Context: an optimization exercise on an open-source flow, tuned for small area. The choices shown serve that exercise and are no tape-out recipe. Function was checked by simulation only, so behaviour that the tests miss may differ from the original. Power figures rest on the tool's default switching activity, not on a simulated workload.

File: flow/run.sh
#!/bin/bash
# synth_recipe.tcl (not shown) runs the flow's synth.tcl, then flattens the netlist and writes it again
# the make line also repeats each setting of config.mk as NAME=value (left out here)
make -C /OpenROAD-flow-scripts/flow DESIGN_CONFIG=/design/flow/config.mk WORK_HOME=/design/flow/orfs CLKGATE_MAP_FILE= SYNTH_SCRIPT=/design/flow/synth_recipe.tcl finish
File: flow/config.mk
export PLATFORM = sky130hd
export DESIGN_NAME = BlackJack
export DESIGN_NICKNAME = BlackJack
export VERILOG_FILES = /design/flow/design.v
export SDC_FILE = /design/flow/constraint.sdc
export NUM_CORES = 4
export LEC_CHECK = 0
export ABC_AREA = 1
export CAP_MARGIN = 20
export CORE_MARGIN = 2
export CORE_UTILIZATION = 40
export PLACE_DENSITY = 0.6
export SLEW_MARGIN = 20
File: flow/constraint.sdc
create_clock -name core_clock -period 10.0 [get_ports {inclk0}]
set_input_delay 2.0000 -clock core_clock [delete_from_list [all_inputs] [get_ports {inclk0}]]
set_output_delay 2.0000 -clock core_clock [all_outputs]
set_load 0.01 [all_outputs]
File: flow/design.v
module EdgeDetector
#(parameter Type = 1)
(
    input sig,   
    input clk,   
    output reg detect  
);           
    reg sig_dly;  
    always @ (posedge clk)
    begin
        sig_dly <= sig;
    end
    always @(*) 
    begin
        case (Type) 
            1 : detect = sig & ~sig_dly;  
            0 : detect = ~sig & sig_dly;  
        endcase
    end
endmodule  
module Debouncer
(
    input i_Clk,        
    input i_Button,          
    output o_ButtonDeb,      
    output o_ButtonDown,     
    output o_ButtonUp        
);
    reg r_ButtonSync, r_Intermediario;
    always @(posedge i_Clk)
    begin
        r_Intermediario <= i_Button;
        r_ButtonSync <= r_Intermediario;
    end
    assign o_ButtonDeb = r_ButtonSync;
    EdgeDetector #(.Type(1)) PosEdge
    (
        .sig(r_ButtonSync),
        .clk(i_Clk),
        .detect(o_ButtonUp)
    );
    EdgeDetector #(.Type(0)) NegEdge
    (
        .sig(r_ButtonSync),
        .clk(i_Clk),
        .detect(o_ButtonDown)
    );
endmodule
module Counter
#(parameter WIDTH=12)
(
    input clk_2K,                
    input i_ActCounter,          
    input i_RstCounter,          
    input i_ResetNeg,            
    input i_ResetDeb,            
    output [WIDTH-1:0] o_Count,  
    output wire o_TwoSec,        
    output reg o_RstOK               
);
    reg [WIDTH-1:0] r_Count;
    always @ (posedge clk_2K)
    begin
        if (i_ResetNeg)
        begin
            r_Count <= 0;
            o_RstOK <= 1;
        end
        else if (!i_ResetDeb)
        begin
            r_Count <= r_Count + 1;
            o_RstOK <= 0;
        end
        else if (i_RstCounter)
        begin
            r_Count <= 0;
            o_RstOK <= 1;
        end
        else if ((i_ActCounter)&&(~&r_Count))
        begin
            r_Count <= r_Count + 1;
            o_RstOK <= 0;
        end
    end
    assign o_TwoSec = 1? ((i_ActCounter)&&(!i_ResetNeg)&&(!i_RstCounter)&&(&r_Count)): 0;
    assign o_Count = r_Count;
endmodule
module Nxt_Addr
(
    input  wire [5:0]  i,
    input  wire [11:0] c,
    output wire [5:0]  j
);
    reg [5:0] s;
    always @(*)
    begin
        case (i)
            6'd0: s = {c[0], c[1], c[2], c[3], c[4], c[5]};
            6'd1: s = {c[1], c[2], c[6], c[7], c[8], c[9]};
            6'd2: s = {c[0], c[3], c[4], c[5], c[6], c[10]};
            6'd3: s = {c[1], c[2], c[3], c[4], c[7], c[8]};
            6'd4: s = {c[0], c[3], c[5], c[6], c[9], c[10]};
            6'd5: s = {c[1], c[2], c[3], c[4], c[5], c[7]};
            6'd6: s = {c[0], c[3], c[6], c[8], c[9], c[10]};
            6'd7: s = {c[1], c[2], c[3], c[4], c[5], c[6]};
            6'd8: s = {c[0], c[3], c[7], c[8], c[9], c[10]};
            6'd9: s = {c[1], c[2], c[3], c[4], c[5], c[11]};
            6'd10: s = {c[0], c[3], c[6], c[7], c[8], c[9]};
            6'd11: s = {c[1], c[2], c[3], c[4], c[5], c[10]};
            6'd12: s = {c[0], c[3], c[6], c[7], c[8], c[11]};
            6'd13: s = {c[1], c[2], c[3], c[4], c[5], c[9]};
            6'd14: s = {c[0], c[3], c[6], c[7], c[8], c[10]};
            6'd15: s = {c[1], c[2], c[3], c[4], c[6], c[9]};
            6'd16: s = {c[0], c[3], c[5], c[7], c[8], c[10]};
            6'd17: s = {c[1], c[2], c[3], c[4], c[6], c[11]};
            6'd18: s = {c[0], c[3], c[5], c[7], c[8], c[9]};
            6'd19: s = {c[1], c[2], c[3], c[4], c[6], c[10]};
            6'd20: s = {c[0], c[3], c[5], c[7], c[8], c[11]};
            6'd21: s = {c[1], c[2], c[3], c[4], c[9], c[10]};
            6'd22: s = {c[0], c[3], c[5], c[6], c[7], c[8]};
            6'd23: s = {c[1], c[2], c[3], c[4], c[9], c[11]};
            6'd24: s = {c[0], c[3], c[5], c[6], c[7], c[10]};
            6'd25: s = {c[1], c[2], c[3], c[4], c[5], c[8]};
            6'd26: s = {c[0], c[3], c[6], c[7], c[9], c[10]};
            6'd27: s = {c[1], c[2], c[3], c[4], c[6], c[8]};
            6'd28: s = {c[0], c[3], c[5], c[7], c[9], c[10]};
            6'd29: s = {c[1], c[2], c[3], c[4], c[8], c[11]};
            6'd30: s = {c[0], c[3], c[5], c[6], c[7], c[9]};
            6'd31: s = {c[1], c[2], c[3], c[4], c[8], c[10]};
            6'd32: s = {c[0], c[3], c[5], c[6], c[7], c[11]};
            6'd33: s = {c[1], c[2], c[3], c[4], c[8], c[9]};
            6'd34: s = {c[0], c[3], c[5], c[6], c[10], c[11]};
            6'd35: s = {c[1], c[2], c[3], c[4], c[7], c[9]};
            6'd36: s = {c[0], c[3], c[5], c[6], c[8], c[10]};
            6'd37: s = {c[1], c[2], c[3], c[4], c[7], c[11]};
            6'd38: s = {c[0], c[3], c[5], c[6], c[8], c[9]};
            6'd39: s = {c[1], c[2], c[3], c[4], c[7], c[10]};
            6'd40: s = {c[0], c[3], c[5], c[6], c[8], c[11]};
            6'd41: s = {c[1], c[2], c[3], c[5], c[7], c[9]};
            6'd42: s = {c[0], c[3], c[4], c[6], c[8], c[10]};
            6'd43: s = {c[1], c[2], c[3], c[5], c[7], c[11]};
            6'd44: s = {c[0], c[3], c[4], c[6], c[8], c[9]};
            6'd45: s = {c[1], c[2], c[3], c[4], c[10], c[11]};
            6'd46: s = {c[0], c[5], c[6], c[7], c[8], c[9]};
            6'd47: s = {c[1], c[2], c[3], c[4], c[6], c[7]};
            6'd48: s = {c[0], c[3], c[5], c[8], c[9], c[10]};
            6'd49: s = {c[1], c[2], c[3], c[5], c[6], c[7]};
            6'd50: s = {c[0], c[3], c[4], c[8], c[9], c[10]};
            6'd51: s = {c[1], c[2], c[3], c[5], c[6], c[11]};
            default: s = 6'd0;
        endcase
    end
    wire [5:0] t = i + s;
    assign j = (t >= 6'd52) ? t - 6'd52 : t;
endmodule
module RAM
(
    input             clock,
    input             i_ResetPE,    
    input             i_ResetNE,    
    input             i_Start,      
    input             i_Shuffle,    
    input      [11:0] i_Count,      
    input      [5:0]  i_Addr,       
    output            o_Shuffled,
    output reg [3:0]  q
);
    localparam K0 = 47;
    reg [9:0] u;
    always @(posedge clock)
        if (!i_Shuffle)
            u <= 10'd0;
        else if (u != 10'd572)
            u <= u + 10'd1;
    assign o_Shuffled = (u == 10'd572);
    reg [11:0] seed;
    reg signed [10:0] E;       
    reg frz;
    reg wmode;                 
    reg tr_run;
    reg [2:0] round;           
    reg [5:0] tr_i;
    reg tr_A;                  
    reg skipI;
    reg [5:0] pos0, pos1, pos2;
    reg [3:0] R [0:9];         
    reg [3:0] C5;
    wire active = i_Start | i_Shuffle;
    wire early = active & i_ResetNE & (E >= 11'sd52);
    wire isA = wmode & (tr_i <= 6'd2) & ~tr_A;
    wire signed [10:0] Ec = isA ? E : E + 11'sd3;
    wire [11:0] c_tr = (wmode & ~Ec[10]) ? {1'b0, Ec} : seed;
    wire fwd = i_Shuffle & ~wmode & (u == 10'd524 || u == 10'd535 || u == 10'd546 || u == 10'd557 || u == 10'd568);
    reg [5:0] i_fwd;
    always @(*)
        case (u)
            10'd524: i_fwd = 6'd47;
            10'd535: i_fwd = 6'd48;
            10'd546: i_fwd = 6'd49;
            10'd557: i_fwd = 6'd50;
            default: i_fwd = 6'd51;
        endcase
    wire [5:0] na_i = fwd ? i_fwd : tr_i;
    wire [11:0] na_c = fwd ? i_Count : c_tr;
    wire [5:0] j;
    Nxt_Addr na(.i(na_i), .c(na_c), .j(j));
    function [3:0] mod13(input [5:0] p);
        mod13 = (p >= 6'd39) ? p - 6'd39 : (p >= 6'd26) ? p - 6'd26 : (p >= 6'd13) ? p - 6'd13 : p;
    endfunction
    function [3:0] cidx(input [5:0] p);    
        cidx = (p <= 6'd4) ? p[3:0] : (p >= 6'd47 && p <= 6'd51) ? p - 6'd42 : 4'd15;
    endfunction
    reg [5:0] p0n, p1n, p2n;
    always @(*)
        case (round)
            3'd0: begin p0n = 6'd3;  p1n = 6'd4;  p2n = 6'd47; end
            3'd1: begin p0n = 6'd48; p1n = 6'd49; p2n = 6'd50; end
            default: begin p0n = 6'd51; p1n = 6'd51; p2n = 6'd51; end
        endcase
    function [5:0] stepB(input [5:0] p, input skip);
        stepB = skip ? p : (p == tr_i) ? j : (p == j) ? tr_i : p;
    endfunction
    integer k;
    always @(posedge clock)
    begin
        if (i_ResetPE)
            begin E <= 11'sd565; frz <= 1'b0; end
        else if (tr_run & wmode & ~isA & (tr_i != 6'd63))
            E <= E - 11'sd11;
        else if (!frz)
        begin
            if (i_ResetNE) frz <= 1'b1;
            else if (active) E <= E - 11'sd1;
        end
        if (i_ResetPE)
            seed <= i_Count;
        if (i_ResetPE)
        begin
            tr_run <= 1'b1; wmode <= 1'b0; round <= 3'd0; tr_i <= K0 - 1;
            tr_A <= 1'b0; skipI <= 1'b0;
            pos0 <= 6'd0; pos1 <= 6'd1; pos2 <= 6'd2;
        end
        else if (early)
        begin
            tr_run <= 1'b1; wmode <= 1'b1; round <= 3'd4; tr_i <= 6'd51;
            tr_A <= 1'b0; skipI <= 1'b0;
            pos0 <= 6'd0; pos1 <= 6'd1; pos2 <= 6'd2;
        end
        else if (tr_run)
        begin
            if (tr_i == 6'd63)
            begin
                case (round)
                    3'd0, 3'd4: begin R[0] <= mod13(pos0); R[1] <= mod13(pos1); R[2] <= mod13(pos2); end
                    3'd1: begin R[3] <= mod13(pos0); R[4] <= mod13(pos1); R[5] <= mod13(pos2); end
                    3'd2: begin R[6] <= mod13(pos0); R[7] <= mod13(pos1); R[8] <= mod13(pos2); end
                    3'd3: R[9] <= mod13(pos0);
                    default: C5 <= mod13(pos0);
                endcase
                if (round <= 3'd2)
                begin
                    round <= round + 3'd1; tr_i <= K0 - 1;
                    pos0 <= p0n; pos1 <= p1n; pos2 <= p2n;
                end
                else
                    tr_run <= 1'b0;
            end
            else if (isA)
            begin
                tr_A <= 1'b1;
                case (tr_i[1:0])
                    2'd0: if (pos0 == 6'd0) begin pos0 <= j; skipI <= 1'b1; end
                    2'd1: if (pos1 == 6'd1) begin pos1 <= j; skipI <= 1'b1; end
                    default: if (pos2 == 6'd2) begin pos2 <= j; skipI <= 1'b1; end
                endcase
            end
            else
            begin
                pos0 <= stepB(pos0, skipI & (tr_i == 6'd0));
                pos1 <= stepB(pos1, skipI & (tr_i == 6'd1));
                pos2 <= stepB(pos2, skipI & (tr_i == 6'd2));
                tr_i <= tr_i - 6'd1;
                tr_A <= 1'b0; skipI <= 1'b0;
            end
        end
        else if (!active)
        begin
            tr_run <= 1'b1; wmode <= 1'b0; round <= 3'd5; tr_i <= 6'd51;
            tr_A <= 1'b0; skipI <= 1'b0;
            pos0 <= i_Addr;
        end
        if (fwd && cidx(j) != 4'd15 && j != i_fwd)
            R[cidx(j)] <= R[i_fwd - 6'd42];
    end
    always @(posedge clock)
        q <= (i_Addr <= 6'd4) ? R[i_Addr[2:0]] : C5;
endmodule  
module CardEvaluator
(
    input wire [3:0] i_Card,
    output reg [3:0] o_Value
);
    always @(*)
    begin
        case (i_Card)                            
            4'b 0000    : o_Value = 4'b 0001;    
            4'b 0001    : o_Value = 4'b 0010;    
            4'b 0010    : o_Value = 4'b 0011;    
            4'b 0011    : o_Value = 4'b 0100;    
            4'b 0100    : o_Value = 4'b 0101;    
            4'b 0101    : o_Value = 4'b 0110;    
            4'b 0110    : o_Value = 4'b 0111;    
            4'b 0111    : o_Value = 4'b 1000;    
            4'b 1000    : o_Value = 4'b 1001;    
            4'b 1001    : o_Value = 4'b 1010;    
            4'b 1010    : o_Value = 4'b 1010;    
            4'b 1011    : o_Value = 4'b 1010;    
            4'b 1100    : o_Value = 4'b 1010;    
            default     : o_Value = 4'b 0000;
        endcase
    end
endmodule  
module CardAdder
(
    input [3:0] i_Card,          
    input [3:0] i_Value,         
    input i_Card2P,              
    input i_Card2D,              
    input i_Reset,               
    input i_Clock,               
    output [5:0] o_Address,      
    output reg o_MemClk,         
    output [5:0] o_DealerHnd,    
    output [5:0] o_PlayerHnd,    
    output reg o_CardOK          
);
reg [5:0] vc_HndD, vc_HndP;
reg vc_Ace_D, vc_Ace_P;
reg vc_Face_D, vc_Face_P;
reg [3:0] A_State, F_State;
reg [5:0] r_Addr;
parameter   Start           = 4'b 0000,
            Wait_FSM        = 4'b 0001,
            ReadMem         = 4'b 0010,
            Value2Dealer    = 4'b 0011,
            Value2Player    = 4'b 0100,
            DealerWithAce   = 4'b 0101,
            DealerWithFace  = 4'b 0110,
            PlayerWithAce   = 4'b 0111,
            PlayerWithFace  = 4'b 1000,
            PlusTenDealer   = 4'b 1001,
            PlusTenPlayer   = 4'b 1010,
            CardOK          = 4'b 1011;
always @(posedge i_Clock)
begin
    if(i_Reset)
    begin
        A_State <= Start;
        r_Addr <= 0;
        vc_HndD <= 0;
        vc_HndP <= 0;
        vc_Ace_D <= 0;
        vc_Ace_P <= 0;
        vc_Face_D <= 0;
        vc_Face_P <= 0;
    end
    else
    begin
        A_State <= F_State;
        case (F_State)
            Value2Dealer :
                begin
                    r_Addr <= r_Addr + 1;
                    vc_HndD <= vc_HndD + i_Value;
                end
            Value2Player :
                begin
                    r_Addr <= r_Addr + 1;
                    vc_HndP <= vc_HndP + i_Value;
                end
            PlusTenDealer :
                vc_HndD <= vc_HndD + 10;
            PlusTenPlayer :
                vc_HndP <= vc_HndP + 10;
            DealerWithAce :
                vc_Ace_D <= 1;
            DealerWithFace :
                vc_Face_D <= 1;
            PlayerWithAce :
                vc_Ace_P <= 1;
            PlayerWithFace :
                vc_Face_P <= 1;
        endcase
    end
end
always @(*)
begin
    case (A_State)
        Start:
            if (i_Reset)
                F_State = Start;
            else
                F_State = Wait_FSM;
        Wait_FSM :
            if (i_Card2D || i_Card2P)
                F_State = ReadMem;
            else
                F_State = Wait_FSM;
        ReadMem :
            if (r_Addr > 51)
                F_State = Start;
            else if (i_Card2D)
                F_State = Value2Dealer;
            else if (i_Card2P)
                F_State = Value2Player;
            else
                F_State = ReadMem;
        Value2Dealer :
            if (i_Card == 4'b 0000)
                F_State = DealerWithAce;
            else if (i_Card == 4'b 1010 || i_Card == 4'b 1011 || i_Card == 4'b 1100)
                F_State = DealerWithFace;
            else
                F_State = CardOK;
        Value2Player :
            if (i_Card == 4'b 0000)
                F_State = PlayerWithAce;
            else if (i_Card == 4'b 1010 || i_Card == 4'b 1011 || i_Card == 4'b 1100)
                F_State = PlayerWithFace;
            else
                F_State = CardOK;
        DealerWithAce :
            if (vc_Face_D)
                F_State = PlusTenDealer;
            else
                F_State = CardOK;
        DealerWithFace :
            if (vc_Ace_D)
                F_State = PlusTenDealer;
            else
                F_State = CardOK;
        PlayerWithAce :
            if (vc_Face_P)
                F_State = PlusTenPlayer;
            else
                F_State = CardOK;
        PlayerWithFace :
            if (vc_Ace_P)
                F_State = PlusTenPlayer;
            else
                F_State = CardOK;
        PlusTenDealer :
            F_State = CardOK;
        PlusTenPlayer :
            F_State = CardOK;
        CardOK :
            if (i_Card2D || i_Card2P)
                F_State = CardOK;
            else
                F_State = Wait_FSM;
        default :
            F_State = Start;
    endcase
end
always @(*)
begin
    o_CardOK = 0;
    o_MemClk = 0;
    case (A_State)        
        ReadMem:
            o_MemClk = 1;
        CardOK :
            o_CardOK = 1;
    endcase
end
assign o_Address = r_Addr;
assign o_DealerHnd = vc_HndD;
assign o_PlayerHnd = vc_HndP;
endmodule  
module BlackJackController
(
    input i_Clk,         
    input i_Reset,               
    input i_Stay,                
    input i_Hit,                 
    output reg o_Win,            
    output reg o_Lose,           
    output reg o_Tie,            
    output reg o_Hit_P,          
    output reg o_Hit_D,          
    output reg o_Stay_P,         
    output reg o_Stay_D,         
    output reg o_ShwHnd_P,
    output reg o_ShwHnd_D,
    input vi_TwoSec,             
    input vi_RstOK,              
    output reg vo_ActCounter,    
    output reg vo_RstCounter,    
    input vi_Shuffled,           
    output reg vo_ActShuffler,   
    output o_Start,              
    input vi_CardOK,             
    input [5:0] vi_HandP,        
    input [5:0] vi_HandD,        
    output reg vo_Card2Player,   
    output reg vo_Card2Dealer    
);
reg vc_HitPlayer;    
reg vc_FirstTurn;    
reg [4:0] A_State, F_State;
parameter   Start           = 5'b 00000,
            ShuffleDeck     = 5'b 00001,
            PlayerWith1Card = 5'b 00010,
            D1_RstCardFSM   = 5'b 00011,         
            DealerWith1Card = 5'b 00100,
            P_RstCardFSM    = 5'b 00101,
            PlayerWith2Card = 5'b 00110,
            D2_RstCardFSM   = 5'b 00111,
            DealerWith2Card = 5'b 01000,
            PlayerTurn      = 5'b 01001,
            DealerTurn      = 5'b 01010,
            PlayerHit       = 5'b 01011,
            DealerHit       = 5'b 01100,
            PlayerStay      = 5'b 01101,
            DealerStay      = 5'b 01110,
            CardToPlayer    = 5'b 01111,
            CardToDealer    = 5'b 10000,
            WinState        = 5'b 10001,
            TieState        = 5'b 10010,
            LoseState       = 5'b 10011,
            Measurement     = 5'b 10100,
            DealerBlackJack = 5'b 10101;
assign o_Start = (A_State == Start);
always @(posedge i_Clk)
begin
    if(i_Reset)
    begin
        A_State <= Start;
        vc_HitPlayer <= 0;
        vc_FirstTurn <= 1;
    end
    else
    begin
        A_State <= F_State;
        if(F_State == DealerTurn)
            vc_FirstTurn <= 0;
        if(F_State == PlayerHit)
            vc_HitPlayer <= 1;
    end
end
always @(*)
begin
    case (A_State)
        Start :
            if(i_Reset)
                F_State = Start;
            else
                F_State = ShuffleDeck;
        ShuffleDeck :
            if(!vi_Shuffled)
                F_State = ShuffleDeck;
            else
                F_State = PlayerWith1Card;
        PlayerWith1Card :
            if(!vi_CardOK)
                F_State = PlayerWith1Card;
            else
                F_State = D1_RstCardFSM;
        D1_RstCardFSM :
            if(vi_CardOK)
                F_State = D1_RstCardFSM;
            else
                F_State = DealerWith1Card;
        DealerWith1Card :
            if(!vi_CardOK)
                F_State = DealerWith1Card;
            else
                F_State = P_RstCardFSM;
        P_RstCardFSM :
            if (vi_CardOK)
                F_State = P_RstCardFSM;
            else
                F_State = PlayerWith2Card;
        PlayerWith2Card :
            if(!vi_CardOK)
                F_State = PlayerWith2Card;
            else
                F_State = D2_RstCardFSM;
        D2_RstCardFSM :
            if (vi_CardOK)
                F_State = D2_RstCardFSM;
            else
                F_State = DealerWith2Card;
        DealerWith2Card :
            if(!vi_CardOK)
                F_State = DealerWith2Card;
            else
                F_State = PlayerTurn;
        PlayerTurn :
            if (!vi_RstOK)
                F_State = PlayerTurn;
            else if(i_Hit)  
                F_State = CardToPlayer;
            else if (i_Stay)
                F_State = PlayerStay;
            else
                F_State = PlayerTurn;
        DealerTurn :
            if (!vi_RstOK)
                F_State = DealerTurn;
            else if(vi_HandD <= 16)
                F_State = CardToDealer;
            else
                F_State = DealerStay;
        PlayerHit :
            if(!vi_TwoSec)
                F_State = PlayerHit;
            else if (vi_HandP <= 21)
                F_State = PlayerTurn;
            else
                F_State = LoseState;
        DealerHit :
            if(!vi_TwoSec)
                F_State = DealerHit;
            else if (vi_HandD <= 21)
                F_State = DealerTurn;
            else
                F_State = WinState;
        PlayerStay :
            if(!vi_TwoSec)
                F_State = PlayerStay;
            else if (!vc_FirstTurn)
                F_State = Measurement;
            else if (vi_HandD == 21)
                F_State = DealerBlackJack;
            else
                F_State = DealerTurn;
        DealerStay :
            if(!vi_TwoSec)
                F_State = DealerStay;
            else if (vc_HitPlayer || vi_HandP < 21)
                F_State = PlayerTurn;
            else if (vi_HandP == 21)
                F_State = WinState;
            else
                F_State = DealerStay;
        CardToPlayer :
            if(vi_CardOK)
                F_State = PlayerHit;
            else
                F_State = CardToPlayer;
        CardToDealer :
            if(vi_CardOK)
                F_State = DealerHit;
            else
                F_State = CardToDealer;
        WinState :
            if(i_Reset)
                F_State = Start;
            else
                F_State = WinState;
        TieState :
            if(i_Reset)
                F_State = Start;
            else
                F_State = TieState;
        LoseState :
            if(i_Reset)
                F_State = Start;
            else
                F_State = LoseState;
        Measurement :
            if(vi_HandP == vi_HandD)
                F_State = TieState;
            else if (vi_HandP < vi_HandD)
                F_State = LoseState;
            else
                F_State = WinState;
        DealerBlackJack :
            if(vc_HitPlayer)
                F_State = LoseState;
            else if (vi_HandP == vi_HandD)
                F_State = TieState;
            else
                F_State = LoseState;
        default :
            F_State = Start;
    endcase
end
always @(*)
begin
    o_Win = 0;
    o_Lose = 0;
    o_Tie = 0;
    o_Hit_P = 0;
    o_Hit_D = 0;
    o_Stay_P = 0;
    o_Stay_D = 0;
    o_ShwHnd_P = 1;
    o_ShwHnd_D = 0;
    vo_ActCounter = 0;
    vo_RstCounter = 0;
    vo_Card2Player = 0;
    vo_Card2Dealer = 0;
    vo_ActShuffler = 0;
    case (A_State)        
        ShuffleDeck :
            vo_ActShuffler = 1;
        PlayerWith1Card :
            vo_Card2Player = 1;
        DealerWith1Card :
            vo_Card2Dealer = 1;
        PlayerWith2Card :
            vo_Card2Player = 1;
        DealerWith2Card :
            vo_Card2Dealer = 1;
        PlayerTurn :
            vo_RstCounter = 1;
        DealerTurn :
            vo_RstCounter = 1;
        PlayerHit :
            begin
                o_Hit_P = 1;
                vo_ActCounter = 1;
            end
        DealerHit :
            begin
                o_Hit_D = 1;
                vo_ActCounter = 1;
            end
        PlayerStay :
            begin
                o_Stay_P = 1;
                vo_ActCounter = 1;
            end
        DealerStay :
            begin
                o_Stay_D = 1;
                vo_ActCounter = 1;
            end
        CardToPlayer :
            vo_Card2Player = 1;
        CardToDealer :
            vo_Card2Dealer = 1;
        WinState :
            begin
                o_Win = 1;
                o_ShwHnd_D = 1;
            end
        TieState :
            begin
                o_Tie = 1;
                o_ShwHnd_D = 1;
            end
        LoseState :
            begin
                o_Lose = 1;
                o_ShwHnd_D = 1;
            end
    endcase
    if (i_Reset)
    begin
        vo_ActCounter = 0;
        vo_RstCounter = 0;
    end
end
endmodule  
module displaydecoder (hand,enable,displayu,displayd);
input [5:0]hand;
input enable;
output [0:6]displayu;
output [0:6]displayd;
wire [5:0]hand;  
wire enable;  
reg [0:6]displayu;  
reg [0:6]displayd;  
always @(*)  
	begin
		if (enable==1'b1)  
			case(hand)
				6'b000000: displayu = 7'b0000001;  
				6'b000001: displayu = 7'b1001111;  
				6'b000010: displayu = 7'b0010010;  
				6'b000011: displayu = 7'b0000110;  
				6'b000100: displayu = 7'b1001100;  
				6'b000101: displayu = 7'b0100100;  
				6'b000110: displayu = 7'b0100000;  
				6'b000111: displayu = 7'b0001111;  
				6'b001000: displayu = 7'b0000000;  
				6'b001001: displayu = 7'b0000100;  
				6'b001010: displayu = 7'b0000001;  
				6'b001011: displayu = 7'b1001111;  
				6'b001100: displayu = 7'b0010010;  
				6'b001101: displayu = 7'b0000110;  
				6'b001110: displayu = 7'b1001100;  
				6'b001111: displayu = 7'b0100100;  
				6'b010000: displayu = 7'b0100000;  
				6'b010001: displayu = 7'b0001111;  
				6'b010010: displayu = 7'b0000000;  
				6'b010011: displayu = 7'b0000100;  
				6'b010100: displayu = 7'b0000001;  
				6'b010101: displayu = 7'b1001111;  
				6'b010110: displayu = 7'b0010010;  
				6'b010111: displayu = 7'b0000110;  
				6'b011000: displayu = 7'b1001100;  
				6'b011001: displayu = 7'b0100100;  
				6'b011010: displayu = 7'b0100000;  
				6'b011011: displayu = 7'b0001111;  
				6'b011100: displayu = 7'b0000000;  
				6'b011101: displayu = 7'b0000100;  
				6'b011110: displayu = 7'b0000001;  
				6'b011111: displayu = 7'b1001111;  
				6'b100000: displayu = 7'b0010010;  
				6'b100001: displayu = 7'b0000110;  
				6'b100010: displayu = 7'b1001100;  
				6'b100011: displayu = 7'b0100100;  
				6'b100100: displayu = 7'b0100000;  
				6'b100101: displayu = 7'b0001111;  
				6'b100110: displayu = 7'b0000000;  
				6'b100111: displayu = 7'b0000100;  
				6'b101000: displayu = 7'b0000001;  
				default: displayu = 7'b0110000;  
			endcase
		else
			displayu = 7'b1111111;  
	end	
always @(*)  
	begin
		if (enable==1'b1)  
			case(hand)
				6'b000000: displayd = 7'b0000001;  
				6'b000001: displayd = 7'b0000001;  
				6'b000010: displayd = 7'b0000001;  
				6'b000011: displayd = 7'b0000001;  
				6'b000100: displayd = 7'b0000001;  
				6'b000101: displayd = 7'b0000001;  
				6'b000110: displayd = 7'b0000001;  
				6'b000111: displayd = 7'b0000001;  
				6'b001000: displayd = 7'b0000001;  
				6'b001001: displayd = 7'b0000001;  
				6'b001010: displayd = 7'b1001111;  
				6'b001011: displayd = 7'b1001111;  
				6'b001100: displayd = 7'b1001111;  
				6'b001101: displayd = 7'b1001111;  
				6'b001110: displayd = 7'b1001111;  
				6'b001111: displayd = 7'b1001111;  
				6'b010000: displayd = 7'b1001111;  
				6'b010001: displayd = 7'b1001111;  
				6'b010010: displayd = 7'b1001111;  
				6'b010011: displayd = 7'b1001111;  
				6'b010100: displayd = 7'b0010010;  
				6'b010101: displayd = 7'b0010010;  
				6'b010110: displayd = 7'b0010010;  
				6'b010111: displayd = 7'b0010010;  
				6'b011000: displayd = 7'b0010010;  
				6'b011001: displayd = 7'b0010010;  
				6'b011010: displayd = 7'b0010010;  
				6'b011011: displayd = 7'b0010010;  
				6'b011100: displayd = 7'b0010010;  
				6'b011101: displayd = 7'b0010010;  
				6'b011110: displayd = 7'b0000110;  
				6'b011111: displayd = 7'b0000110;  
				6'b100000: displayd = 7'b0000110;  
				6'b100001: displayd = 7'b0000110;  
				6'b100010: displayd = 7'b0000110;  
				6'b100011: displayd = 7'b0000110;  
				6'b100100: displayd = 7'b0000110;  
				6'b100101: displayd = 7'b0000110;  
				6'b100110: displayd = 7'b0000110;  
				6'b100111: displayd = 7'b0000110;  
				6'b101000: displayd = 7'b1001100;  
				default: displayd = 7'b0110000;  
			endcase
		else
			displayd = 7'b1111111;  
	end
endmodule
module BlackJack(
	inclk0,
	i_Reset,
	i_Stay,
	i_Hit,
	o_Win,
	o_Lose,
	o_Tie,
	o_Hit_P,
	o_Hit_D,
	o_Stay_P,
	o_Stay_D,
	o_HitDeb,
	o_HitNE,
	o_StayDeb,
	o_StayNE,
	DealerHndDisplayD,
	DealerHndDisplayU,
	PlayerHndDisplayD,
	PlayerHndDisplayU
);
input wire	inclk0;
input wire	i_Reset;
input wire	i_Stay;
input wire	i_Hit;
output wire	o_Win;
output wire	o_Lose;
output wire	o_Tie;
output wire	o_Hit_P;
output wire	o_Hit_D;
output wire	o_Stay_P;
output wire	o_Stay_D;
output wire	o_HitDeb;
output wire	o_HitNE;
output wire	o_StayDeb;
output wire	o_StayNE;
output wire	[0:6] DealerHndDisplayD;
output wire	[0:6] DealerHndDisplayU;
output wire	[0:6] PlayerHndDisplayD;
output wire	[0:6] PlayerHndDisplayU;
wire	clk;
wire	clk_PLL;
wire	[5:0] w_A_Addr;
wire	w_A_MemClk;
wire	w_ActCounter;
wire	w_ActShuffler;
wire	w_CtrlStart;
wire	w_Card2Dealer;
wire	w_Card2Player;
wire	w_CardOK;
wire	[3:0] w_CardValue;
wire	[11:0] w_Count;
wire	w_CountRstOK;
wire	[5:0] w_DealerHnd;
wire	w_HitPE;
wire	[5:0] w_MemAddr;
wire	w_MemClk;
wire	[3:0] w_MemData;
wire	[5:0] w_PlayerHnd;
wire	w_ResetDeb;
wire	w_ResetNE;
wire	w_ResetPE;
wire	w_RstCounter;
wire	[5:0] w_S_Addr;
wire	[5:0] w_S_Addr_I;
wire	[5:0] w_S_Addr_J;
wire	[3:0] w_S_Data;
wire	w_S_MemClk;
wire	w_ShowHndD;
wire	w_ShowHndP;
wire	w_Shuffled;
wire	w_StayPE;
wire	w_TwoSec;
wire	w_WriteEnable;
wire	w_HitDeb;
wire	w_HitNE;
wire	w_StayDeb;
wire	w_StayNE;
wire	w_MuxTestEnable;
wire	[5:0] w_TestAddr;
wire 	w_TestClk;
CardEvaluator	b2v_CardEvaluatorDecoder(
	.i_Card(w_MemData),
	.o_Value(w_CardValue));
Counter	b2v_Contador(
	.clk_2K(clk),
	.i_ActCounter(w_ActCounter),
	.i_RstCounter(w_RstCounter),
	.i_ResetNeg(w_ResetNE),
	.i_ResetDeb(w_ResetDeb),
	.o_TwoSec(w_TwoSec),
	.o_RstOK(w_CountRstOK),
	.o_Count(w_Count));
	defparam	b2v_Contador.WIDTH = 12;
displaydecoder	b2v_DealerHand(
	.enable(w_ShowHndD),
	.hand(w_DealerHnd),
	.displayd(DealerHndDisplayD),
	.displayu(DealerHndDisplayU));
CardAdder	b2v_FSM_CardAdder(
	.i_Card2P(w_Card2Player),
	.i_Card2D(w_Card2Dealer),
	.i_Reset(w_ResetPE),
	.i_Clock(clk),
	.i_Card(w_MemData),
	.i_Value(w_CardValue),
	.o_MemClk(w_A_MemClk),
	.o_CardOK(w_CardOK),
	.o_Address(w_A_Addr),
	.o_DealerHnd(w_DealerHnd),
	.o_PlayerHnd(w_PlayerHnd));
	defparam	b2v_FSM_CardAdder.CardOK = 4'b1011;
	defparam	b2v_FSM_CardAdder.DealerWithAce = 4'b0101;
	defparam	b2v_FSM_CardAdder.DealerWithFace = 4'b0110;
	defparam	b2v_FSM_CardAdder.PlayerWithAce = 4'b0111;
	defparam	b2v_FSM_CardAdder.PlayerWithFace = 4'b1000;
	defparam	b2v_FSM_CardAdder.PlusTenDealer = 4'b1001;
	defparam	b2v_FSM_CardAdder.PlusTenPlayer = 4'b1010;
	defparam	b2v_FSM_CardAdder.ReadMem = 4'b0010;
	defparam	b2v_FSM_CardAdder.Start = 4'b0000;
	defparam	b2v_FSM_CardAdder.Value2Dealer = 4'b0011;
	defparam	b2v_FSM_CardAdder.Value2Player = 4'b0100;
	defparam	b2v_FSM_CardAdder.Wait_FSM = 4'b0001;
BlackJackController	b2v_FSM_Global(
	.i_Clk(clk),
	.i_Reset(w_ResetPE),
	.i_Stay(w_StayPE),
	.i_Hit(w_HitPE),
	.vi_TwoSec(w_TwoSec),
	.vi_RstOK(w_CountRstOK),
	.vi_Shuffled(w_Shuffled),
	.vi_CardOK(w_CardOK),
	.vi_HandD(w_DealerHnd),
	.vi_HandP(w_PlayerHnd),
	.o_Win(o_Win),
	.o_Lose(o_Lose),
	.o_Tie(o_Tie),
	.o_Hit_P(o_Hit_P),
	.o_Hit_D(o_Hit_D),
	.o_Stay_P(o_Stay_P),
	.o_Stay_D(o_Stay_D),
	.o_ShwHnd_P(w_ShowHndP),
	.o_ShwHnd_D(w_ShowHndD),
	.vo_ActCounter(w_ActCounter),
	.vo_RstCounter(w_RstCounter),
	.vo_ActShuffler(w_ActShuffler),
	.o_Start(w_CtrlStart),
	.vo_Card2Player(w_Card2Player),
	.vo_Card2Dealer(w_Card2Dealer));
	defparam	b2v_FSM_Global.CardToDealer = 5'b10000;
	defparam	b2v_FSM_Global.CardToPlayer = 5'b01111;
	defparam	b2v_FSM_Global.D1_RstCardFSM = 5'b00011;
	defparam	b2v_FSM_Global.D2_RstCardFSM = 5'b00111;
	defparam	b2v_FSM_Global.DealerBlackJack = 5'b10101;
	defparam	b2v_FSM_Global.DealerHit = 5'b01100;
	defparam	b2v_FSM_Global.DealerStay = 5'b01110;
	defparam	b2v_FSM_Global.DealerTurn = 5'b01010;
	defparam	b2v_FSM_Global.DealerWith1Card = 5'b00100;
	defparam	b2v_FSM_Global.DealerWith2Card = 5'b01000;
	defparam	b2v_FSM_Global.LoseState = 5'b10011;
	defparam	b2v_FSM_Global.Measurement = 5'b10100;
	defparam	b2v_FSM_Global.P_RstCardFSM = 5'b00101;
	defparam	b2v_FSM_Global.PlayerHit = 5'b01011;
	defparam	b2v_FSM_Global.PlayerStay = 5'b01101;
	defparam	b2v_FSM_Global.PlayerTurn = 5'b01001;
	defparam	b2v_FSM_Global.PlayerWith1Card = 5'b00010;
	defparam	b2v_FSM_Global.PlayerWith2Card = 5'b00110;
	defparam	b2v_FSM_Global.ShuffleDeck = 5'b00001;
	defparam	b2v_FSM_Global.Start = 5'b00000;
	defparam	b2v_FSM_Global.TieState = 5'b10010;
	defparam	b2v_FSM_Global.WinState = 5'b10001;
displaydecoder	b2v_PlayerHand(
	.enable(w_ShowHndP),
	.hand(w_PlayerHnd),
	.displayd(PlayerHndDisplayD),
	.displayu(PlayerHndDisplayU));
RAM	b2v_RAM(
	.clock(clk),
	.i_ResetPE(w_ResetPE),
	.i_ResetNE(w_ResetNE),
	.i_Start(w_CtrlStart),
	.i_Shuffle(w_ActShuffler),
	.i_Count(w_Count),
	.i_Addr(w_A_Addr),
	.o_Shuffled(w_Shuffled),
	.q(w_MemData));
Debouncer	b2v_ResetButtonDebouncer(
	.i_Clk(clk),
	.i_Button(i_Reset),
	.o_ButtonDeb(w_ResetDeb),
	.o_ButtonDown(w_ResetNE),
	.o_ButtonUp(w_ResetPE));
Debouncer	b2v_HitButtonDebouncer(
	.i_Clk(clk),
	.i_Button(i_Hit),
	.o_ButtonDeb(w_HitDeb),
	.o_ButtonDown(w_HitNE),
	.o_ButtonUp(w_HitPE));
Debouncer	b2v_StayButtonDebouncer(
	.i_Clk(clk),
	.i_Button(i_Stay),
	.o_ButtonDeb(w_StayDeb),
	.o_ButtonDown(w_StayNE),
	.o_ButtonUp(w_StayPE));
assign	clk = inclk0;
assign	o_HitDeb = w_HitDeb;
assign	o_HitNE = w_HitNE;
assign	o_StayDeb = w_StayDeb;
assign	o_StayNE = w_StayNE;
endmodule
==> metrics.cfg, run 1 <==
[status]
status=finished clean

[timing]
slew-limit-headroom_pct=20.5
fin_crit_ns=8.23
fin_crit_sh_pct=82.3
tightest_slew_ns=1.18
drv_slew=0
clock_skew_ns=0.0262
rsz0062_at_grt=false
setup_viol=0
fmax_mhz=121
setup-tns-final_ns=0
worst_slack_ns=1.77
hold_violations=0

[floorplan]
die_area_mm2=0.0447
num_rows=75
ios=43
die_w_um=211
core_mm2=0.0422
start_util_pct=40.7
die_y_um=211

[routing]
drt_first_pass_iters=6
post_drt_wl_per_cell_um=17.0
postRouteWirelength_um=53200
route.detailed.drc=0
vias=17200
ant_nets=0
via_per_inst=5.50
first_iter_violations=1618

[clocking]
post-cts-setup-buffers=0
clock_sinks=238
cts-root-buf=clkbuf_16
cts_max_level=1
hold_buffers=0
clk_path_buf_depth=3
insertion_delay_ns=0.57
cts_tree=built
ctsResizeCount=0
numCtsBuffers=28
cts.clk_slew.worst_paths_ns=0.06

[global_routing]
grt_usage_pct=23.5
first_global_vias=16100
grt_pass1_wl_um=85000
antenna_found_initial=1
overflow=0
grt_max_degree=52

[final_layout]
fillers=4335
drive_above_1_share_pct=6.29
diodes=0
areaGrowthSynthToFinish_pct=10.9
fin_area_mm2=0.0191
layout.nets=2660

[worst_hold_path]
min_path_cells=0
holdPathEnd=b2v_StayButtonDebouncer.r_ButtonSync
hp-class=reg -> reg
hp-start=b2v_StayButtonDebouncer.r_Intermediario

[setup_path]
crit_family=simple AND/OR/NAND/NOR gates
reg2regPathDepth=36
critPathMaxStageDelay_ns=0.82
path_buf_inv=4
cp.required_ns=10.20
slowest_stage=fa_1
worst_ep_arrival_time_ns=8.44
r2r-start=b2v_RAM.u[0]
r2r_end=b2v_RAM.R[0][0]
critPathCaptureType=flop
crit_path_frequent_cell=nand2_1
cp-start-kind=flop
path_max_fanout=24
path_class=reg -> reg
r2r_slack_ns=1.77

[power]
irDropWorstVdd_mv=0.422
power_density_mw_per_mm2=358
p_leak_nw=8.58

[logic_synthesis]
synth_xor_xnor_area_share_pct=1.98
syn_inst=2538
synth-warning-count=10
synth_area_mm2=0.0172
synth_top_family_by_area=simple AND/OR/NAND/NOR gates
synth-seq-cells=238
synth-compound-area-share_pct=18.0
ys_types=69
ys_seq_area_share_pct=32.4
avgSynthCellArea_um2=6.78
synthAdderAreaFrac_pct=6.58
synth_simple_gate_area_share_pct=31.0
synthMuxAreaShare_pct=0
synthFlopType=dfxtp_1
synthArstFlopShare_pct=0
synth_edf_count=80

[placed_design]
gp_congestion=0.944
dp_hpwl_um=40500
dpl-instance-area_mm2=0.0181
portBuffers=42
post-place-ws_ns=1.73

[run]
drv_cap=0

==> layer usage <==
| layer | share of wire (%) | GRT usage [%] | vias up |
|---|---|---|---|
| li1 | - | - | 8521 |
| met1 | 46 | 32.2 | 7930 |
| met5 | 0 | 0 | - |
| met4 | 3.4 | 7.84 | 0 |
| met3 | 5.7 | 2.54 | 136 |
| met2 | 45 | 38.7 | 617 |
==> area by class of cell <==
type / instances / area [µm²] / area share [%]
Inverter: 367 / 1380 / 7.22
Multi-Input combinational cell: 1879 / 10000 / 52.5
Tap cell: 539 / 674 / 3.54
Sequential cell: 238 / 5570 / 29.2
Clock inverter: 14 / 153 / 0.801
Clock buffer: 38 / 779 / 4.09
Timing Repair Buffer: 54 / 515 / 2.70
==> state kept, by name, indices dropped and copies added, names as in the netlist, 5 cells and up, named ones only <==
name                       flops
b2v_FSM_CardAdder.r_Addr       6
b2v_RAM.R                     64
b2v_Contador.r_Count          12
b2v_RAM.E                     11
b2v_RAM.pos0                   6
b2v_FSM_CardAdder.vc_HndP      6
b2v_RAM.pos2                   6
b2v_RAM.u                     10
PlayerHndDisplayU              7
b2v_RAM.seed                  12
PlayerHndDisplayD              6
b2v_RAM.tr_i                   6
b2v_FSM_CardAdder.vc_HndD      6
b2v_RAM.pos1                   6
b2v_FSM_Global.A_State         5
==> cell families after synthesis <==
group,count (synthesis)
AND/OR/NAND/NOR,1203
AO/OA/AOI/OAI,526
buffers and inverters,444
flip-flops,238
adder cells (fa/ha/maj),88
XOR/XNOR,38
other,1
==> synth_stat cells (all sizes together), types with 28 or more instances <==
cell type  count  area [µm²]
nand4         44         275
nor2         310        1270
edfxtp        80        2400
nand2        580        2300
xor2          28         253
dfxtp        158        3160
a21oi        180         916
inv          360        1350
nor3          61         317
o21ai        190         973
clkbuf        51         191
nand3        176         951
ha            84        1050
==> placed cells by master, fill, tap and decap left out, types with 8 or more instances in the layout <==
cell type        netlist  final
nand2_1              549    549
xor2_1                27     27
nor3_1                60     60
nor2_2                15     15
o221ai_1               9      9
clkdlybuf4s50_1        0     42
nor4_1                11     11
a211oi_1               9      9
xnor2_1               10     10
nand3_1              165    165
conb_1                 1     24
dfxtp_1              158    158
nand4_1               44     44
o21ai_0              171    171
nand2_2               21     21
o22ai_1               18     18
a31oi_1               22     22
ha_1                  84     84
a221oi_1              13     13
nor2_1               287    286
inv_2                 23     23
clkinv_1               7      9
nand2_4               10     10
inv_1                337    337
nand3_2                9      9
edfxtp_1              80     80
o21ai_1               13     13
or2_2                  9      9
nor2_4                 7      8
clkbuf_16              0     29
buf_4                  7     11
a21oi_1              178    178
o2111ai_1              9      9
o211ai_1              26     26
==> worst register-to-register path: cells and delay by family, from the launching register on <==
family	cells	cell delay (ns)
compound gates	5	1.06
flops	1	0.39
buf+inv	4	0.62
fa+ha+maj	3	1.27
simple gates	24	4.52
==> power by group <==
part / switching (mW) / internal, mW
Combinational: 3.09 / 1.31
Clock: 0.413 / 0.621
Sequential: 0.199 / 1.19
==> metrics by stage <==
step / power, mW / utilization [%] / hold WS (ns) / cells
global placement: 5.67 / 42.9 / 0.311 / 3076
CTS: 6.76 / 45.1 / 0.328 / 3128
global route: 7.41 / 45.2 / 0.337 / 3129
detailed placement: 5.70 / 42.9 / 0.315 / 3076
finish: 6.82 / 45.2 / 0.327 / 3129
floorplan: 4.74 / - / 0.310 / 2561
==> how the worst max path moves through the flow <==
| stage | slack (ns) | from | to | cells past startpoint |
|---|---|---|---|---|
| 2_1_floorplan | 4.15 | b2v_RAM.tr_i[0] | b2v_RAM.R[1][0] | 37 |
| 3_3_place_gp | 1.89 | b2v_RAM.u[0] | b2v_RAM.R[0][3] | 36 |
| 3_5_place_dp | 1.73 | b2v_RAM.u[0] | b2v_RAM.R[0][0] | 36 |
| 4_1_cts | 1.72 | b2v_RAM.u[0] | b2v_RAM.R[0][0] | 36 |
| 5_1_grt | 1.14 | b2v_RAM.u[0] | b2v_RAM.R[1][1] | 36 |
| 6_report | 1.77 | b2v_RAM.u[0] | b2v_RAM.R[0][0] | 36 |
==> inputs of run 2 (changes only) <==
--- a/flow/config.mk
+++ b/flow/config.mk
@@ -7,3 +7,2 @@
 export LEC_CHECK = 0
-export ABC_AREA = 1
 export CAP_MARGIN = 20
==> metrics.cfg, run 2 <==
[status]
status=finished clean

[power]
comb_power_share_pct=63.1
p_leak_nw=7.58
irDropWorstVdd_mv=0.295
power_density_mw_per_mm2=340
internal_power_mw=3.32
p_clk_share_pct=16.2
p_sw_share_pct=49.8
p_seq_share_pct=20.7
p_sw_mw=3.29

[final_layout]
layout.nets=2172
areaGrowthSynthToFinish_pct=10.8
layout_common_cells=nand2_1 (196), nor2_1 (182), dfxtp_1 (158)
final_common_cell=nand2_1
largest_reg_flops=64
drive_above_1_share_pct=8.61
fin_area_mm2=0.0194
regMostFlops=b2v_RAM.R
reg.largest.list=b2v_RAM.R: 64 flops, b2v_Contador.r_Count: 12 flops, b2v_RAM.seed: 12 flops
diodes=0

[setup_path]
path_class=reg -> reg
path_max_fanout=33
cp.required_ns=10.32
cp-start-kind=flop
worst_ep_arrival_time_ns=8.46
critPathCaptureType=flop

[timing]
fmax_mhz=123
drv_slew=0
hold_violations=0
hold_ws_ns=0.325
tightest_slew_ns=1.01
slew-limit-headroom_pct=31.5
fin_crit_ns=8.14
setup_viol=0
clock_skew_ns=0.0344
setup-tns-final_ns=0
rsz0062_at_grt=false
fin_crit_sh_pct=81.4

[logic_synthesis]
synth_area_leaders=dfxtp_1 (18%), edfxtp_1 (14%), ha_1 (6.0%)
synth_area_mm2=0.0175
synth_top_area_share_pct=18.0
syn_inst=2085
ys_top_cells_by_count=nand2_1 (196), nor2_1 (183), dfxtp_1 (158), a21oi_1 (140), o21ai_0 (135)
synth-warning-count=10
synth-seq-cells=238
avgSynthCellArea_um2=8.41
synth_largest_area_cell=dfxtp_1
synthFlopType=dfxtp_1
yosysMostFrequentCell=nand2_1
ys_types=116
ys_seq_area_share_pct=31.7
synthArstFlopShare_pct=0
synth_edf_count=80

[global_routing]
grt_max_degree=58
grt_usage_pct=22.8
grt_pass1_wl_um=82900
overflow=0
first_global_vias=14900
antenna_found_initial=0

[placed_design]
dpl-instance-area_mm2=0.0185
gp_congestion=0.971
portBuffers=42
dp_hpwl_um=38900

[floorplan]
core_mm2=0.0432
die_w_um=213
ios=43
die_area_mm2=0.0455
num_rows=76
die_y_um=213
start_util_pct=40.6

[routing]
route.detailed.drc=0
drt_first_pass_iters=7
ant_nets=0
first_iter_violations=1346
post_drt_wl_per_cell_um=19.7
postRouteWirelength_um=53000
via_per_inst=5.93
vias=15900

[clocking]
post-cts-setup-buffers=0
clock_sinks=238
ctsResizeCount=0
insertion_delay_ns=0.57
clk_path_buf_depth=3
cts.clk_slew.worst_paths_ns=0.06
numCtsBuffers=28
hold_buffers=0
cts_tree=built
cts_max_level=1
cts-root-buf=clkbuf_16

[worst_hold_path]
hp-class=reg -> reg

[run]
drv_cap=0

## run 2: worst max-delay path: stages (launching register included)
cell,delay [ns]
dfxtp_1,0.35
or4b_1,0.80
nor2_8,0.25
o31a_2,0.69
o21ai_1,0.11
buf_4,0.27
inv_2,0.28
a221oi_1,0.16
o31ai_1,0.28
o221ai_1,0.18
nor4_1,0.55
inv_1,0.13
ha_1,0.31
a21oi_1,0.34
maj3_1,0.26
xnor2_1,0.09
inv_1,0.18
ha_1,0.36
inv_1,0.16
a31oi_1,0.36
nor2_1,0.16
xnor2_1,0.58
and3b_1,0.37
and3_1,0.32
mux2_2,0.36
## run 2: logic make-up after synthesis
group / after synthesis / share of synthesized area [%]
xor gates and xnor gates: 92 / 4.79
adders and majority gates: 90 / 6.56
other: 1 / 0.0214
muxes: 129 / 8.85
and+or+nand+nor: 730 / 20.7
buffers and inverters: 229 / 5.25
DFF: 238 / 31.7
AOI/OAI and AO/OA: 576 / 22.1
## run 2: power by group through the flow
stage,combinational [mW],clock (mW),sequential [mW]
after floorplan,3.21,0,1.26
after global placement,4.04,0,1.39
after detailed placement,4.04,0,1.39
after CTS,4.07,1.10,1.37
after global routing,4.54,1.14,1.39
final,4.17,1.07,1.37
## run 2: layout make-up
| class | count | area (µm²) |
|---|---|---|
| clock buffer | 31 | 743 |
| clock inverter | 21 | 233 |
| fill | 4272 | 23700 |
| inverter | 102 | 383 |
| multi-input combinational | 1641 | 11200 |
| sequential | 238 | 5570 |
| tap | 585 | 732 |
| timing repair buffer | 69 | 623 |
## run 2: path summary, 6_finish.rpt
kind                                                  from                                     to  slack, ns  cells after the start
setup reg to reg                              b2v_RAM.u[7]                        b2v_RAM.R[2][0]       1.86                     24
hold reg to reg   b2v_ResetButtonDebouncer.r_Intermediario  b2v_ResetButtonDebouncer.r_ButtonSync       0.33                      0
setup / recovery                              b2v_RAM.u[7]                        b2v_RAM.R[2][0]       1.86                     24
hold / removal    b2v_ResetButtonDebouncer.r_Intermediario  b2v_ResetButtonDebouncer.r_ButtonSync       0.33                      0
## run 2: through the flow
step	total power [mW]	worst slack (ns)	std cells	util, %
2_1_floorplan	4.47	3.15	2108	-
3_3_place_gp	5.43	2.08	2635	42.7
3_5_place_dp	5.43	2.01	2635	42.7
4_1_cts	6.54	2.03	2687	45.0
5_1_grt	7.07	1.36	2687	45.0
6_report	6.61	1.86	2687	45.0
## run 2: routing by layer
metal  up-vias  GRT usage, %  wire, µm
met4         0          5.87      1090
met2       567          36.7     24100
met1      7646          32.3     24300
li1       7638             -         -
met5         -             0         0
met3        78          3.03      3480

-- static timing again, ports no longer ideal --
The results above use ideal ports. As a check the final layouts listed here were re-extracted and re-timed, cells and wires unchanged.
Step 1: set_driving_cell puts a clkbuf_16 on inclk0 and a buf_2 on each other input, an assumption about the parent block.
Step 2 times the ports against the registers' clock, not the clock port: input delays grow and output delays shrink by t, the midpoint of the rising clock arrivals with the driver on.
Slacks: ideal ports / drivers / drivers and shift; pairs: ideal ports / drivers.
run | shift t [ns] | setup slack, ns | worst setup path after step 2 | cell pins on the clock port's net
run 1 | 0.616 | 1.768 / 1.768 / 1.768 | register to register | 1
run 2 | 0.608 | 1.860 / 1.860 / 1.860 | register to register | 1
After both steps setup and hold are still met in every run listed.
